Context: an optimization exercise on an open-source flow, tuned for small area and a short achievable clock period. The choices shown serve that exercise and are no tape-out recipe. In this exercise RTL edits were held to simulation tests only and were not proved equivalent to the original. Power figures rest on the tool's default switching activity, not on a simulated workload.

==> flow/design.v <==
module extractor (
    input [15:0] operand_a,   
    input [15:0] operand_b,   
    output reg [4:0] exp_a,    
    output reg [4:0] exp_b,    
    output reg [10:0] mant_a,   
    output reg [10:0] mant_b,   
    output reg sign_a,         
    output reg sign_b,         
    output reg zero_flag,      
    output reg infinity_flag,  
    output reg NaN_flag        
);
    always @(*) begin
        zero_flag = 1'b0;
        infinity_flag = 1'b0;
        NaN_flag = 1'b0;
        sign_a = operand_a[15];  
        sign_b = operand_b[15];  
        exp_a = operand_a[14:10];  
        exp_b = operand_b[14:10];  
        if (operand_a == 16'b0) begin
            zero_flag = 1'b1;
            mant_a = 11'b0;  
        end else begin
            if (|operand_a[9:0] == 1'b1) begin
                mant_a = {1'b1, operand_a[9:0]};  
            end else begin
                mant_a = {1'b0, operand_a[9:0]};  
            end
        end
        if (operand_b == 16'b0) begin
            zero_flag = 1'b1;
            mant_b = 11'b0;  
        end else begin
            if (|operand_b[9:0] == 1'b1) begin
                mant_b = {1'b1, operand_b[9:0]};  
            end else begin
                mant_b = {1'b0, operand_b[9:0]};  
            end
        end
	zero_flag = ~mant_a[10] & ~mant_b[10];
        if (exp_a == 5'b11111 && operand_a[9:0] == 10'b0) begin
            infinity_flag = 1'b1;  
        end else if (exp_a == 5'b11111 && operand_a[9:0] != 10'b0) begin
            NaN_flag = 1'b1;  
        end
        if (exp_b == 5'b11111 && operand_b[9:0] == 10'b0) begin
            infinity_flag = 1'b1;  
        end else if (exp_b == 5'b11111 && operand_b[9:0] != 10'b0) begin
            NaN_flag = 1'b1;  
        end
    end
endmodule
module alignment_block (
    input sign_m,
    input sign_n,
    input [4:0] exp_m,               
    input [4:0] exp_n,               
    input [10:0] mant_m,             
    input [10:0] mant_n,             
    output reg [13:0] aligned_mantissa,  
    output reg [4:0] big_exponent,   
    output reg [10:0] big_mantissa,   
    output reg final_sign,
    output reg operation_int
);
    wire [5:0] exp_diff;              
    wire [10:0] man_diff;
    wire bigSel;
    assign exp_diff = {1'b0, exp_m[4:0]} + {1'b1, ~exp_n[4:0]} + 1;
    assign man_diff = {1'b0, mant_m[9:0]} + {1'b1, ~mant_n[9:0]} + 1;
    wire expDiffIsZero;
    assign expDiffIsZero = ~|exp_diff;
    wire manDiffIsZero;
    assign manDiffIsZero = ~|man_diff;
    assign bigSel = expDiffIsZero ? man_diff[10] : exp_diff[5];
    wire [3:0] shiftRtAmt = (exp_diff > 11) ? 4'b1011 : exp_diff[3:0];
    wire operation = sign_m ^ sign_n;
    wire signOut = bigSel ? sign_n : sign_m;
    wire [10:0] bigMan = bigSel ? mant_n : mant_m;
    wire [10:0] lilMan = bigSel ? mant_m : mant_n;
    wire [10:0] shiftedMan = lilMan >> shiftRtAmt;
    wire guard = ((shiftRtAmt == 0) || (exp_diff > 11)) ? 1'b0 : lilMan[shiftRtAmt - 1];
    wire round = ((shiftRtAmt <= 1) || (exp_diff > 11)) ? 1'b0 : lilMan[shiftRtAmt - 2];
    reg [10:0] mask;
    always @(*) begin
        casez ({shiftRtAmt, (exp_diff > 11)})
            5'b00000: mask = 11'b00000000000;
            5'b00010: mask = 11'b00000000000;
            5'b00100: mask = 11'b00000000001;
            5'b00110: mask = 11'b00000000011;
            5'b01000: mask = 11'b00000000111;
            5'b01010: mask = 11'b00000001111;
            5'b01100: mask = 11'b00000011111;
            5'b01110: mask = 11'b00000111111;
            5'b10000: mask = 11'b00001111111;
            5'b10010: mask = 11'b00011111111;
            5'b10100: mask = 11'b00111111111;
            5'b10110: mask = 11'b01111111111;
            5'b????1: mask = 11'b11111111111;
            default: mask = 11'b00000000000;
        endcase
    end
    wire sticky = |(lilMan & mask);
    wire [13:0] alignedMan = {shiftedMan, guard, round, sticky};
    assign aligned_mantissa = alignedMan;
    assign big_exponent = exp_m >= exp_n ? exp_m : exp_n;
    assign big_mantissa = bigMan;
    assign final_sign = signOut;
    assign operation_int = operation;
endmodule
module addition_block (
    input [13:0] aligned_mantissa,       
    input [10:0] big_mantissa,            
    input operation_int,
    input final_operation,                 
    output reg [14:0] resultant_mantissa  
);
    reg [14:0] SDm_fa;  
    reg temp_sign;      
    reg operation;
    always @(*) begin
        resultant_mantissa = 0;
        SDm_fa = 0;
	operation = final_operation ^ operation_int;	
        if (operation == 1'b0) begin  
            SDm_fa = {1'b0, aligned_mantissa} + {1'b0, big_mantissa, 3'b0};
        end else begin  
            SDm_fa = {1'b0, big_mantissa, 3'b0} + {1'b0, ~aligned_mantissa} + 1;
	    SDm_fa[14] = 0;
        end
        resultant_mantissa = SDm_fa[14:0];  
    end
endmodule
module normalization_block (
    input [14:0] resultant_mantissa,       
    input [4:0] big_exponent,               
    input final_operation,
    input zero_flag,
    output reg [12:0] normalized_mantissa,  
    output reg [4:0] normalized_exponent     
);
    wire [3:0] leading_zero_count = 0;          
    reg [14:0] shifted_mantissa;            
    reg AS;
    reg SS;
    wire [3:0] normAmt;
    wire [3:0] rawNormAmt;
    wire valid;
    lzd14 lzd(resultant_mantissa[13:0], rawNormAmt, valid);
    assign normAmt = valid ? rawNormAmt : 4'b0;
    always @(*) begin
        normalized_mantissa = resultant_mantissa[12:0];
        normalized_exponent = big_exponent;
	shifted_mantissa = 0;
	if (resultant_mantissa[14] == 1 && final_operation == 0) begin
	    if (zero_flag == 1) begin
            	AS = 1; SS = 0;
            end else begin
                AS = 1; SS = 1;
            end
    	end else begin
            AS = 0; SS = 0;
    	end
        shifted_mantissa = SS ? resultant_mantissa >> 1 : resultant_mantissa;
        normalized_exponent = AS ? big_exponent + 1 : big_exponent;
    if (shifted_mantissa[13] == 1) begin
        normalized_mantissa = shifted_mantissa[12:0];
    end
    else if (shifted_mantissa[13] == 0 && AS == 0 && SS == 0) begin
        if (normAmt < 13 && |resultant_mantissa == 1) begin
            shifted_mantissa = resultant_mantissa << normAmt;
            normalized_mantissa = shifted_mantissa[12:0];
            normalized_exponent = big_exponent + ~normAmt + 1;
        end 
        else if(normAmt == 13) begin
            normalized_exponent = big_exponent + ~normAmt + 1;
            normalized_mantissa = 0;
        end
    end    
    end
endmodule
module lzd14( 
    input [13:0] a,
    output [3:0] position,
    output valid 
);
    wire [2:0] pUpper, pLower;
    wire vUpper, vLower;
    lzd8 lzd8_1( a[13:6], pUpper[2:0], vUpper ); 
    lzd8 lzd8_2( {a[5:0], 2'b0}, pLower[2:0], vLower );  
    assign valid = vUpper | vLower;
    assign position[3] = ~vUpper;
    assign position[2] = vUpper ? pUpper[2] : pLower[2];
    assign position[1] = vUpper ? pUpper[1] : pLower[1];
    assign position[0] = vUpper ? pUpper[0] : pLower[0];
endmodule
 module lzd8( input [7:0] a,
    output [2:0] position,
    output valid );
    wire [1:0] pUpper, pLower;
    wire vUpper, vLower;
    lzd4 lzd4_1( a[7:4], pUpper[1:0], vUpper );
    lzd4 lzd4_2( a[3:0], pLower[1:0], vLower );
    assign valid = vUpper | vLower;
    assign position[2] = ~vUpper;
    assign position[1] = vUpper ? pUpper[1] : pLower[1];
    assign position[0] = vUpper ? pUpper[0] : pLower[0];
 endmodule
 module lzd4( input [3:0] a,
    output [1:0] position,
    output valid );
    wire pUpper, pLower, vUpper, vLower;
    lzd2 lzd2_1( a[3:2], pUpper, vUpper );
    lzd2 lzd2_2( a[1:0], pLower, vLower );
    assign valid = vUpper | vLower;
    assign position[1] = ~vUpper;
    assign position[0] = vUpper ? pUpper : pLower;
 endmodule
 module lzd2( input [1:0] a,
    output position,
    output valid );
    assign valid = a[1] | a[0];
    assign position = ~a[1];
 endmodule
module rounding_block (
    input [12:0] normalized_mantissa,   
    input [4:0] normalized_exponent,    
    input sign,                         
    input infinity_flag,                
    input NaN_flag,                     
    output reg [15:0] result,           
    output reg overflow_flag,           
    output reg underflow_flag           
);
    reg [4:0] final_exponent;           
    reg [9:0] final_mantissa;           
    reg round_bit, guard_bit, sticky_bit;  
    always @(*) begin
        overflow_flag = 1'b0;
        underflow_flag = 1'b0;
        final_exponent = normalized_exponent;
        final_mantissa = normalized_mantissa[12:3];  
        guard_bit = normalized_mantissa[2];
        round_bit = normalized_mantissa[1];
        sticky_bit = normalized_mantissa[0];
        if (guard_bit && (round_bit || sticky_bit || final_mantissa[0])) begin
            final_mantissa = final_mantissa + 1'b1;
        end
        if (final_mantissa == 10'b1000000000) begin
            final_mantissa = 10'b0000000001;   
            final_exponent = final_exponent + 1'b1;  
        end
        if (final_exponent == 5'b11111) begin
            overflow_flag = 1'b1;
            final_mantissa = 10'b0000000000;  
        end
        if (final_exponent == 5'b00000 && final_mantissa == 10'b0000000000) begin
            underflow_flag = 1'b1;
        end
        if (NaN_flag) begin
            final_exponent = 5'b11111;    
            final_mantissa = 10'b1111111111;  
        end
        if (infinity_flag) begin
            final_exponent = 5'b11111;    
            final_mantissa = 10'b0000000000;  
        end
        result = {sign, final_exponent, final_mantissa};
    end
endmodule
module fp_adder_16_bit (
    input clock,
    input reset,
    input in_valid,
    input [15:0] operand_a,
    input [15:0] operand_b,
    input final_operation,
    output reg out_valid,
    output reg [15:0] result,
    output reg overflow_flag,
    output reg underflow_flag,
    output reg zero_flag,
    output reg infinity_flag,
    output reg NaN_flag
);
    wire [4:0] exp_a, exp_b;
    wire [10:0] mant_a, mant_b;
    wire sign_a, sign_b;
    wire [4:0] big_exponent;
    wire [10:0] big_mantissa_int;
    wire [13:0] aligned_mantissa_int;
    wire [14:0] resultant_mantissa_int;
    wire final_sign;
    wire [12:0] normalized_mantissa;
    wire [4:0] normalized_exponent;
    wire op_int;
    wire zero_flag_int;
    wire infinity_flag_int;
    wire NaN_flag_int;
    wire overflow_flag_int;
    wire underflow_flag_int;
    wire [15:0] result_int;
    reg [15:0] reg_operand_a, reg_operand_b;
    reg [4:0] reg_exp_a, reg_exp_b;
    reg [10:0] reg_mant_a, reg_mant_b;
    reg reg_sign_a, reg_sign_b;
    reg [4:0] reg_big_exponent;
    reg [10:0] reg_big_mantissa;
    reg [13:0] reg_aligned_mantissa;
    reg reg_op_int, reg_final_sign;
    reg [14:0] reg_resultant_mantissa;
    reg [12:0] reg_normalized_mantissa;
    reg [4:0] reg_normalized_exponent;
    reg [4:0] valid_pipe;
    reg reg_final_operation, reg_final_operation_1, reg_final_operation_2, reg_final_operation_3;
    reg reg_zero_1, reg_zero_2, reg_zero_3, reg_zero_4;
    reg reg_inf_1, reg_inf_2, reg_inf_3, reg_inf_4;
    reg reg_nan_1, reg_nan_2, reg_nan_3, reg_nan_4;
    reg [4:0] reg_big_exponent_3;
    reg reg_final_sign_3, reg_final_sign_4;
    always @(posedge clock or posedge reset) begin
        if (reset) begin
            reg_operand_a <= 0;
            reg_operand_b <= 0;
            reg_final_operation <= 0;
            valid_pipe[0] <= 0;
        end else begin
            reg_operand_a <= operand_a;
            reg_operand_b <= operand_b;
            reg_final_operation <= final_operation;
            valid_pipe[0] <= in_valid;
        end
    end
    extractor extract (
        .operand_a(reg_operand_a),
        .operand_b(reg_operand_b),
        .exp_a(exp_a),
        .exp_b(exp_b),
        .mant_a(mant_a),
        .mant_b(mant_b),
        .sign_a(sign_a),
        .sign_b(sign_b),
        .zero_flag(zero_flag_int),
        .infinity_flag(infinity_flag_int),
        .NaN_flag(NaN_flag_int)
    );
    always @(posedge clock or posedge reset) begin
        if (reset) begin
            reg_exp_a <= 0;
            reg_exp_b <= 0;
            reg_mant_a <= 0;
            reg_mant_b <= 0;
            reg_sign_a <= 0;
            reg_sign_b <= 0;
            reg_final_operation_1 <= 0;
            reg_zero_1 <= 0;
            reg_inf_1 <= 0;
            reg_nan_1 <= 0;
            valid_pipe[1] <= 0;
        end else begin
            reg_exp_a <= exp_a;
            reg_exp_b <= exp_b;
            reg_mant_a <= mant_a;
            reg_mant_b <= mant_b;
            reg_sign_a <= sign_a;
            reg_sign_b <= sign_b;
            reg_final_operation_1 <= reg_final_operation;
            reg_zero_1 <= zero_flag_int;
            reg_inf_1 <= infinity_flag_int;
            reg_nan_1 <= NaN_flag_int;
            valid_pipe[1] <= valid_pipe[0];
        end
    end
    alignment_block align (
        .sign_m(reg_sign_a),
        .sign_n(reg_sign_b),
        .exp_m(reg_exp_a),
        .exp_n(reg_exp_b),
        .mant_m(reg_mant_a),
        .mant_n(reg_mant_b),
        .aligned_mantissa(aligned_mantissa_int),
        .big_exponent(big_exponent),
        .big_mantissa(big_mantissa_int),
        .final_sign(final_sign),
        .operation_int(op_int)
    );
    always @(posedge clock or posedge reset) begin
        if (reset) begin
            reg_big_exponent <= 0;
            reg_big_mantissa <= 0;
            reg_aligned_mantissa <= 0;
            reg_op_int <= 0;
            reg_final_sign <= 0;
            reg_final_operation_2 <= 0;
            reg_zero_2 <= 0;
            reg_inf_2 <= 0;
            reg_nan_2 <= 0;
            valid_pipe[2] <= 0;
        end else begin
            reg_big_exponent <= big_exponent;
            reg_big_mantissa <= big_mantissa_int;
            reg_aligned_mantissa <= aligned_mantissa_int;
            reg_op_int <= op_int;
            reg_final_sign <= final_sign;
            reg_final_operation_2 <= reg_final_operation_1;
            reg_zero_2 <= reg_zero_1;
            reg_inf_2 <= reg_inf_1;
            reg_nan_2 <= reg_nan_1;
            valid_pipe[2] <= valid_pipe[1];
        end
    end
    addition_block add_sub (
        .aligned_mantissa(reg_aligned_mantissa),
        .big_mantissa(reg_big_mantissa),
        .operation_int(reg_op_int),
        .final_operation(reg_final_operation_2),
        .resultant_mantissa(resultant_mantissa_int)
    );
    always @(posedge clock or posedge reset) begin
        if (reset) begin
            reg_resultant_mantissa <= 0;
            reg_big_exponent_3 <= 0;
            reg_final_sign_3 <= 0;
            reg_final_operation_3 <= 0;
            reg_zero_3 <= 0;
            reg_inf_3 <= 0;
            reg_nan_3 <= 0;
            valid_pipe[3] <= 0;
        end else begin
            reg_resultant_mantissa <= resultant_mantissa_int;
            reg_big_exponent_3 <= reg_big_exponent;
            reg_final_sign_3 <= reg_final_sign;
            reg_final_operation_3 <= reg_final_operation_2;
            reg_zero_3 <= reg_zero_2;
            reg_inf_3 <= reg_inf_2;
            reg_nan_3 <= reg_nan_2;
            valid_pipe[3] <= valid_pipe[2];
        end
    end
    normalization_block normalize (
        .resultant_mantissa(reg_resultant_mantissa),
        .big_exponent(reg_big_exponent_3),
        .final_operation(reg_final_operation_3),
        .zero_flag(reg_zero_3),
        .normalized_mantissa(normalized_mantissa),
        .normalized_exponent(normalized_exponent)
    );
    always @(posedge clock or posedge reset) begin
        if (reset) begin
            reg_normalized_mantissa <= 0;
            reg_normalized_exponent <= 0;
            reg_final_sign_4 <= 0;
            reg_zero_4 <= 0;
            reg_inf_4 <= 0;
            reg_nan_4 <= 0;
            valid_pipe[4] <= 0;
        end else begin
            reg_normalized_mantissa <= normalized_mantissa;
            reg_normalized_exponent <= normalized_exponent;
            reg_final_sign_4 <= reg_final_sign_3;
            reg_zero_4 <= reg_zero_3;
            reg_inf_4 <= reg_inf_3;
            reg_nan_4 <= reg_nan_3;
            valid_pipe[4] <= valid_pipe[3];
        end
    end
    rounding_block round (
        .normalized_mantissa(reg_normalized_mantissa),
        .normalized_exponent(reg_normalized_exponent),
        .sign(reg_final_sign_4),
        .infinity_flag(reg_inf_4),
        .NaN_flag(reg_nan_4),
        .result(result_int),
        .overflow_flag(overflow_flag_int),
        .underflow_flag(underflow_flag_int)
    );
    always @(posedge clock or posedge reset) begin
        if (reset) begin
            result <= 0;
            overflow_flag <= 0;
            underflow_flag <= 0;
            zero_flag <= 0;
            infinity_flag <= 0;
            NaN_flag <= 0;
            out_valid <= 0;
        end else begin
            result <= result_int;
            overflow_flag <= overflow_flag_int;
            underflow_flag <= underflow_flag_int;
            zero_flag <= reg_zero_4;
            infinity_flag <= reg_inf_4;
            NaN_flag <= reg_nan_4;
            out_valid <= valid_pipe[4];
        end
    end
endmodule
==> flow/run.sh <==
#!/bin/bash
# synth_recipe.tcl (not shown) runs the flow's synth.tcl, then flattens the netlist and writes it again
# the make line also repeats each setting of config.mk as NAME=value (left out here)
make -C /OpenROAD-flow-scripts/flow DESIGN_CONFIG=/design/flow/config.mk WORK_HOME=/design/flow/orfs CLKGATE_MAP_FILE= SYNTH_SCRIPT=/design/flow/synth_recipe.tcl finish
==> flow/config.mk <==
export PLATFORM = sky130hd
export DESIGN_NAME = fp_adder_16_bit
export DESIGN_NICKNAME = fp_adder_16_bit
export VERILOG_FILES = /design/flow/design.v
export SDC_FILE = /design/flow/constraint.sdc
export NUM_CORES = 4
export LEC_CHECK = 0
export CAP_MARGIN = 20
export CORE_MARGIN = 2
export CORE_UTILIZATION = 40
export SLEW_MARGIN = 20
==> flow/constraint.sdc <==
create_clock -name core_clock -period 3.5 [get_ports {clock}]
set_input_delay 0.7000 -clock core_clock [delete_from_list [all_inputs] [get_ports {clock}]]
set_output_delay 0.7000 -clock core_clock [all_outputs]
set_load 0.01 [all_outputs]
==> results of run 1 <==
[metal layers]
layer	GRT usage	part of all wire
met5	0	0
met4	0.0829	0.034
met1	0.240	0.45
met3	0.0256	0.031
met2	0.294	0.48
[sequential cells by signal, summed over array words and instances (netlist names), 5 cells and up]
| register | count |
|---|---|
| reg_big_exponent | 5 |
| reg_big_mantissa | 11 |
| reg_mant_b | 11 |
| reg_resultant_mantissa | 15 |
| reg_normalized_mantissa | 13 |
| valid_pipe | 5 |
| reg_exp_a | 5 |
| reg_big_exponent_3 | 5 |
| reg_exp_b | 5 |
| reg_aligned_mantissa | 14 |
| result | 16 |
| reg_operand_a | 16 |
| reg_operand_b | 16 |
| reg_normalized_exponent | 5 |
| reg_mant_a | 11 |
[power by group through the flow]
stage / Clock, mW / Sequential (mW) / Combinational (mW)
finish: 1.95 / 2.85 / 2.43
global route: 2.09 / 2.90 / 2.69
CTS: 2.00 / 2.84 / 2.39
detailed placement: 0 / 2.88 / 2.37
global placement: 0 / 2.88 / 2.37
floorplan: 0 / 2.76 / 1.66
[layout make-up]
class / count / area, µm²
fillers: 2032 / 11400
flip-flops and latches: 181 / 4530
multi-input cells: 585 / 4290
repair buffers: 116 / 1080
clock buffers: 17 / 425
well taps: 285 / 357
inverters: 63 / 245
clock inverters: 15 / 180
[repair_timing]
| item | in CTS | in global routing |
|---|---|---|
| setup buffers | 0 | 2 |
| endpoints found under the setup margin | 0 | 8 |
| resized for setup | 0 | 23 |
[layout by cell type, fill, tap and decap left out, types with 10 or more instances in the layout]
cell type          n
a211oi_1          20
a21o_1            12
a21oi_1           49
and3_1            11
buf_4             52
clkbuf_16         17
clkdlybuf4s50_1   57
dfrtp_1          181
ha_1              48
inv_1             55
mux2i_1           33
nand2_1           59
nand3_1           13
nor2_1            71
nor3_1            16
nor4_1            10
o21ai_0           39
xnor2_1           19
xor2_1            13
[logic make-up after synthesis]
logic type	Yosys count
adders and majority gates	55
buffers and inverters	109
xor gates and xnor gates	33
muxes	49
DFF	181
AOI/OAI and AO/OA	215
and+or+nand+nor	233
[per-stage QoR]
step / setup WS, ns / area, µm² / total power, mW / utilization / std cells
finish: 0.135 / 11100 / 7.22 / 0.494 / 1262
global route: 0.00376 / 11100 / 7.68 / 0.494 / 1262
CTS: 0.00273 / 11000 / 7.23 / 0.488 / 1260
detailed placement: 0.0248 / 10400 / 5.25 / 0.461 / 1228
global placement: 0.142 / 10400 / 5.25 / 0.461 / 1228
floorplan: 0.00227 / 9160 / 4.42 / - / 875
[worst paths after layout]
path                                                 to  cells after the start          from  slack [ns]
worst max register to register  reg_aligned_mantissa[3]                     14  reg_exp_a[0]        0.13
worst min register to register                zero_flag                      0    reg_zero_4        0.35
worst min-delay path                          zero_flag                      0    reg_zero_4        0.35
max in group asynchronous             reg_operand_b[13]                      3         reset        2.07
worst max-delay path            reg_aligned_mantissa[3]                     14  reg_exp_a[0]        0.13
min in group asynchronous                 valid_pipe[4]                      2         reset        0.71
==> key figures, run 1 <==
Status
  – Status: no timing/DRC/antenna violations

Setup path
  – CP Launch Type: flop
  – CP top delay family: multiplexers
  – CP Data Arrival Time: 3.69 ns
  – Max stage delay on crit path: between 0.4 and 0.5 ns
  – Peak fanout along the critical path: 12
  – Crit. End Element: flop
  – Required @ worst endpoint: between 3 and 4 ns
  – CP cell instances: inv_2, ha_4, inv_1, fa_2, and3_4, or3_4, a22o_1, inv_6, a21o_1, buf_12, mux2i_2, mux2i_1, mux4_2, mux2_2
  – CP bufs+invs: 4
  – WS Path Type: flop to flop
  – CP max stage cell: mux4_2

Clock tree
  – Clock transition at path regs: approximately 0.080 ns
  – TritonCTS Buffers: 17
  – Max clock buf depth: 2
  – CTS tree: yes
  – H-tree levels: 4
  – CTS Hold Bufs: 0
  – Root buf cell: clkbuf_16
  – CTS sink count: between 150 and 200
  – Later-pin clock latency in the skew report: ~0.44 ns

Yosys
  – Area share of fa/ha/maj cells after synthesis: 0.0779
  – Synthesized area: 9130 µm²
  – Syn Nets: around 970
  – Area contributors post-synth: dfrtp_1, ha_1, mux2i_1
  – Top-count cell post-synth: dfrtp_1
  – Post-synthesis simple-gate area fraction: 0.125
  – Synth Instances: between 800 and 900
  – Syn_area_per_cell: approximately 10 µm²
  – Post-synth top flop: dfrtp_1
  – Area leader, netlist: dfrtp_1
  – Seq/Total Area, Yosys: 0.496
  – Yosys warning count: 11
  – Post-synthesis xor/xnor area fraction: 0.0325
  – Post-synthesis compound-gate area fraction: 0.161
  – Share of synthesized registers carrying an async set or reset: 1.00
  – Yosys cell types: 82
  – Main combinational cell family by area after synthesis: compound AO/OA/AOI/OAI gates
  – Mux cell area share after synthesis: 0.0584
  – Top cells by count, synth: dfrtp_1, nor2_1, nand2_1
  – Synth top area share: 0.496
  – EDFF count, synth: 0
  – Synth Register Bits: between 150 and 200

STA
  – Fmax: roughly 0.30 GHz
  – Setup Skew: around 0.021 ns
  – Slew HR: 0.334
  – Slew Limit Fails: 0
  – Final TNS setup: 0 ns
  – RSZ-0062 raised after global routing: false
  – Final setup fails: 0
  – Tmin final: 3.37 ns
  – Worst-margin pin slew: about 1 ns
  – Final Hold Vio Count: 0
  – Tcrit/Tclk final: 0.962
  – Hold_ws: 0.346 ns

Power
  – Sw Ratio: 0.358
  – Switch Pwr: 2.59 mW
  – Max IR drop VDD: roughly 340 µV
  – Pleak: 4.96 nW
  – Sequential power share: 0.394
  – Pwr Density: between 600 and 700 nW/µm²
  – Clk network pwr share: 0.270
  – Pint: 4.63 mW
  – Gate power share: 0.336

Routing
  – Via count: 6742
  – Antenna viol nets, final: 0
  – Drt wl/cell: about 16 µm
  – Iter 0 DRT Violations: 440
  – Drt drc: 0
  – DRT Wirelength: a little over 20000 µm
  – DRT Pass-1 Iters: 5
  – Vias per Instance: 5.34

Floorplanning
  – Die H: roughly 160 µm
  – Die ar.: 24000 µm²
  – Core Box Area: 22500 µm²
  – Num ports: slightly below 60
  – Die width: 155 µm
  – Num rows: 55
  – Starting density of the core: 0.406

Layout
  – Number of antenna diodes: 0
  – Share of cells above drive strength 1: 0.147
  – Fin nets: 1055
  – Syn-to-layout area delta: 21.7%

Global route
  – Global-route wire length before repair: approximately 34000 µm
  – Total track usage: 0.180
  – GR Overflow Total: 0
  – Initial antenna violation count: 0
  – Vias in the first global route: ~6.8k
  – Largest net degree at the start of global routing: 62

Placed design
  – Placer Congestion: 0.946
  – Detailed placer's ending HPWL: between 15000 and 20000 µm
  – PortBufs: 57

Worst hold path
  – Worst Hold Class: flop to flop

Run
  – # Max-Cap Violations: 0
==> run 2, diff against run 1 <==
==> flow/design.v (replaced) <==
module fp_adder_16_bit (
    input clock,
    input reset,
    input in_valid,
    input [15:0] operand_a,
    input [15:0] operand_b,
    input final_operation,
    output reg out_valid,
    output reg [15:0] result,
    output reg overflow_flag,
    output reg underflow_flag,
    output reg zero_flag,
    output reg infinity_flag,
    output reg NaN_flag
);
    wire        sa = operand_a[15], sb = operand_b[15];
    wire [4:0]  ea = operand_a[14:10], eb = operand_b[14:10];
    wire [9:0]  fa = operand_a[9:0],  fb = operand_b[9:0];
    wire        ha = |fa, hb = |fb;
    wire [10:0] ma = {ha, fa}, mb = {hb, fb};
    wire ea_max = &ea, eb_max = &eb;
    wire zero_c = ~ha & ~hb;
    wire inf_c  = (ea_max & ~ha) | (eb_max & ~hb);
    wire nan_c  = (ea_max & ha) | (eb_max & hb);
    wire [5:0]  ediff = {1'b0, ea} - {1'b0, eb};      
    wire        e_eq  = (ea == eb);
    wire        f_lt  = (fa < fb);
    wire        bsel  = e_eq ? f_lt : ediff[5];
    wire        sign  = bsel ? sb : sa;
    wire [4:0]  bexp  = ediff[5] ? eb : ea;
    wire [10:0] big   = bsel ? mb : ma;
    wire [10:0] lil   = bsel ? ma : mb;
    wire        flush = ediff[5] | (ediff[4:0] > 5'd11);
    wire [3:0]  sh    = ediff[3:0];
    wire [13:0] lx    = {lil, 3'b000};
    wire [13:0] shx   = lx >> sh;
    wire [13:0] smask = ~(14'h3fff << (sh + 4'd2));    
    wire        stk   = |(lx & smask);
    wire [13:0] al    = flush ? {13'd0, |lil} : {shx[13:1], stk};
    wire        op  = final_operation ^ sa ^ sb;
    wire [14:0] sum = {1'b0, big, 3'b000} + {1'b0, al};
    wire [13:0] dif = {big, 3'b000} - al;
    wire [14:0] R   = op ? {1'b0, dif} : sum;
    wire        as_ = R[14] & ~final_operation;
    reg  [3:0]  lz;
    integer i;
    always @(*) begin
        lz = 4'd0;
        for (i = 0; i <= 13; i = i + 1)
            if (R[i]) lz = 4'd13 - i;
    end
    wire [12:0] nm = as_ ? R[13:1] : (R[12:0] << lz);
    wire [4:0]  ne = as_ ? bexp + 5'd1 : bexp - {1'b0, lz};
    wire        inc = nm[2] & (nm[1] | nm[0] | nm[3]);
    wire [9:0]  mr  = nm[12:3] + {9'd0, inc};
    wire        wr  = (mr == 10'h200);
    wire [4:0]  ex  = wr ? ne + 5'd1 : ne;
    wire [9:0]  mw  = wr ? 10'd1 : mr;
    wire        ovf = &ex;
    wire [9:0]  mo  = ovf ? 10'd0 : mw;
    wire        unf = (ex == 5'd0) & (mo == 10'd0);
    wire [4:0]  xo  = (inf_c | nan_c) ? 5'h1f : ex;
    wire [9:0]  fo  = inf_c ? 10'd0 : nan_c ? 10'h3ff : mo;
    always @(posedge clock) begin
        result         <= {sign, xo, fo};
        overflow_flag  <= ovf;
        underflow_flag <= unf;
        zero_flag      <= zero_c;
        infinity_flag  <= inf_c;
        NaN_flag       <= nan_c;
    end
    always @(posedge clock or posedge reset)
        if (reset) out_valid <= 1'b0;
        else       out_valid <= in_valid;
endmodule
==> run 2 against run 1 <==
Effect of this change: the layout now fails its checks (negative setup slack); first-iteration DRC count up 77%; critical path type is now primary input to flop; combinational power is 100% higher; highest routed layer unchanged; largest power group is now combinational logic; cell count is 11% higher; power fell by 23%; sequential share of layout area is 37 points lower; sequential power shrank 87%; non-clock buffer count up 335; routed wire length rose by 32%; via count increased by 23%.
==> key figures, run 2 <==
Power
  – Pwr Density: 519 nW/µm² (-20%)
  – Clk network pwr share: 0.057 (-0.213)
  – Sw Ratio: 0.444 (+0.0860)
  – Gate power share: 0.875 (+0.539)
  – Pint: 3.08 mW (-34%)
  – Pleak: 4.86 nW (-1.9%)
  – Sequential power share: 0.068 (-0.326)
  – Switch Pwr: 2.46 mW (-4.8%)
  – Max IR drop VDD: 290 µV (-14%)

Clock tree
  – Max clock buf depth: 2 (unchanged)
  – CTS Hold Bufs: 0 (unchanged)
  – CTS sink count: 22 (-88%)
  – TritonCTS Buffers: 3 (-14)
  – Root buf cell: clkbuf_16
  – CTS tree: yes
  – Clock transition at path regs: 0.06 ns (-0.02 ns)
  – H-tree levels: 1 (-3)

Placed design
  – Dpl ws: -5.82 ns (-5.84 ns)
  – Detailed placer's ending HPWL: 20200 µm (+32%)
  – PortBufs: 57 (unchanged)
  – Placer Congestion: 0.983 (+3.8%)

STA
  – Final Hold Vio Count: 0 (unchanged)
  – Tmin final: 8.29 ns (+4.93 ns)
  – Slew HR: 0.506 (+0.172)
  – RSZ-0062 raised after global routing: true
  – Final setup fails: 17 (+17)
  – Setup ws final: -4.79 ns (-4.93 ns)
  – Worst-margin pin slew: 0.733 ns (-0.262 ns)
  – Hold_ws: 0.580 ns (+0.234 ns)
  – Slew Limit Fails: 0 (unchanged)
  – Tcrit/Tclk final: 2.37 (+1.41)
  – Fmax: 0.121 GHz (-59%)

Yosys
  – Post-synthesis xor/xnor area fraction: 0.0401 (+0.00763)
  – Main combinational cell family by area after synthesis: compound AO/OA/AOI/OAI gates
  – Post-synthesis simple-gate area fraction: 0.251 (+0.126)
  – Yosys warning count: 1 (-10)
  – Synthesized area: 5890 µm² (-35%)
  – Post-synthesis compound-gate area fraction: 0.346 (+0.185)
  – Mux cell area share after synthesis: 0.113 (+0.0549)
  – Syn_area_per_cell: 7.37 µm² (-29%)
  – Top cells by count, synth: nand2_1, nor2_1, inv_1
  – Synth Instances: 800 (-8.6%)
  – Post-synth top flop: dfxtp_1
  – Synth top area share: 0.0998 (-0.397)
  – Share of synthesized registers carrying an async set or reset: 0.0455 (-0.955)
  – Syn Nets: 886 (-8.3%)
  – Top-count cell post-synth: nand2_1
  – Synth Register Bits: 22 (-88%)
  – Seq/Total Area, Yosys: 0.0756 (-0.421)
  – Area leader, netlist: ha_1
  – Yosys cell types: 110 (+34%)
  – Area share of fa/ha/maj cells after synthesis: 0.110 (+0.0321)
  – EDFF count, synth: 0 (unchanged)
  – Area contributors post-synth: ha_1, dfxtp_1, nand2_1

Routing
  – Drt drc: 0 (unchanged)
  – Drt wl/cell: 19.1 µm (+19%)
  – Antenna viol nets, final: 0 (unchanged)
  – Via count: 8266 (+23%)
  – DRT Pass-1 Iters: 5 (unchanged)
  – Iter 0 DRT Violations: 780 (+77%)
  – Vias per Instance: 5.90 (+10%)
  – DRT Wirelength: 26800 µm (+32%)

Run
  – # Max-Cap Violations: 0 (unchanged)

Setup path
  – WS Path Type: primary input to flop
  – CP Data Arrival Time: 8.42 ns (+4.73 ns)
  – Peak fanout along the critical path: 6 (-6)
  – Required @ worst endpoint: 3.63 ns (-0.20 ns)
  – CP max stage cell: o41ai_2
  – Crit. Startpoint: operand_b[6]
  – Crit. End Element: flop
  – CP Launch Type: primary input
  – Max stage delay on crit path: 0.45 ns (-0.02 ns)
  – Worst path most repeated cell: buf_4

Global route
  – Initial antenna violation count: 0 (unchanged)
  – Total track usage: 0.323 (+0.142)
  – GR Overflow Total: 0 (unchanged)
  – Vias in the first global route: 8296 (+22%)
  – Largest net degree at the start of global routing: 23 (-63%)
  – Global-route wire length before repair: 42500 µm (+24%)

Floorplanning
  – Starting density of the core: 0.407 (+0.00154)
  – Die ar.: 15700 µm² (-35%)
  – Die H: 125 µm (-19%)
  – Die width: 125 µm (-19%)
  – Core Box Area: 14500 µm² (-36%)
  – Num rows: 44 (-20%)
  – Num ports: 58 (unchanged)

Layout
  – Most frequent cells in the layout: buf_4, nand2_1, nor2_1
  – Number of antenna diodes: 0 (unchanged)
  – Fin nets: 1304 (+24%)
  – Commonest non-fill, non-tap cell in the layout: buf_4
  – Share of cells above drive strength 1: 0.528 (+0.380)
  – Largest register FFs: 16
  – Syn-to-layout area delta: 81.4%
  – Reg with most FFs: result
  – Fill cells: 1078 (-47%)

Status
  – Status: failed layout checks
  – Fail Reasons: negative setup slack

Worst hold path
  – Worst Hold Class: primary input to asynchronous set/reset pin
run 2: final cells by class:
cell class	instances	area, µm²	area share
Clock buffer	3	75.1	0.00702
Clock inverter	1	30.0	0.00281
Inverter	53	216	0.0202
Multi-Input combinational cell	687	6110	0.572
Sequential cell	22	445	0.0417
Tap cell	184	230	0.0215
Timing Repair Buffer	451	3580	0.335
run 2: layer usage:
| layer | track usage | vias up | routed length, µm |
|---|---|---|---|
| met2 | 0.564 | 394 | 12800 |
| met3 | 0.0329 | 70 | 1780 |
| met4 | 0.0791 | 0 | 762 |
| li1 | - | 3868 | - |
| met5 | 0 | - | 0 |
| met1 | 0.427 | 3934 | 11500 |
run 2: repair_timing:
item,CTS,global route
buffers inserted,40,23
cloned,2,0
pin swaps,79,21
gates resized for setup,242,62
endpoints found under the setup margin,17,17
run 2: final timing paths:
| check | depth (start not counted) | end | slack [ns] |
|---|---|---|---|
| setup / recovery | 43 | result[11] | -4.79 |
| hold / removal | 2 | out_valid | 0.58 |
| max in group asynchronous | 2 | out_valid | 2.83 |
| min in group core_clock | 1 | out_valid | 0.88 |
run 2: kinds of logic (layout without fill, tap and decap cells):
| kind of cell | Yosys count | in the layout |
|---|---|---|
| AO/OA/AOI/OAI | 259 | 259 |
| XOR/XNOR | 27 | 27 |
| adder cells (fa/ha/maj) | 50 | 50 |
| buffers and inverters | 92 | 508 |
| flip-flops | 22 | 22 |
| multiplexers | 55 | 55 |
| AND/OR/NAND/NOR | 295 | 296 |
run 2: power by group through the flow:
stage | Sequential, mW | Combinational, mW | Clock [mW]
after floorplan | 0.431 | 2.01 | 0
after global placement | 0.380 | 3.88 | 0
after detailed placement | 0.384 | 3.98 | 0
after CTS | 0.379 | 4.50 | 0.320
after global routing | 0.387 | 5.15 | 0.330
final | 0.377 | 4.85 | 0.318
run 2: worst max-delay path, delay by kind of cell:
family / cells / cell delay, ns
mux: 3 / 0.81
simple gates: 8 / 1.76
compound gates: 13 / 2.74
buf+inv: 16 / 1.89
fa+ha+maj: 1 / 0.26
xor+xnor: 2 / 0.27
run 2: per-stage QoR:
stage / cells / setup TNS (ns) / power [mW] / instance area, µm² / utilization
after floorplan: 800 / -78.88 / 2.44 / 6070 / -
after global placement: 1336 / -94.31 / 4.26 / 9190 / 0.634
after detailed placement: 1336 / -97.31 / 4.36 / 9190 / 0.634
after CTS: 1382 / -74.94 / 5.20 / 10300 / 0.710
after global routing: 1401 / -83.53 / 5.87 / 10700 / 0.738
final: 1401 / -79.46 / 5.55 / 10700 / 0.738

==> what the ideal ports hide <==
The results above use ideal ports. As a check the final layouts listed here were re-extracted and re-timed, cells and wires unchanged.
Step 1 assumes that a clkbuf_16 drives the clock port and a buf_2 every other input.
Step 2 adds t to the input delays and takes it off the output delays; t is the mean of the earliest and latest rising clock arrival at the registers after step 1. Input paths then give back, and output paths get back, about the clock's delay inside the block.
a / b / c = ideal / step 1 / step 2; a / b = the first two.
run | t (ns) | setup slack, ns | worst setup path after step 2 | worst register clock-pin slew, ns
run 1 | 0.472 | 0.135 / 0.135 / 0.135 | register to register | 0.08 / 0.08
run 2 | 0.283 | -4.792 / -4.795 / -5.078 | input to register | 0.06 / 0.06
The setup slack of run 2, which loses most, moves by -0.003 ns with the drivers and by -0.286 ns with both steps.
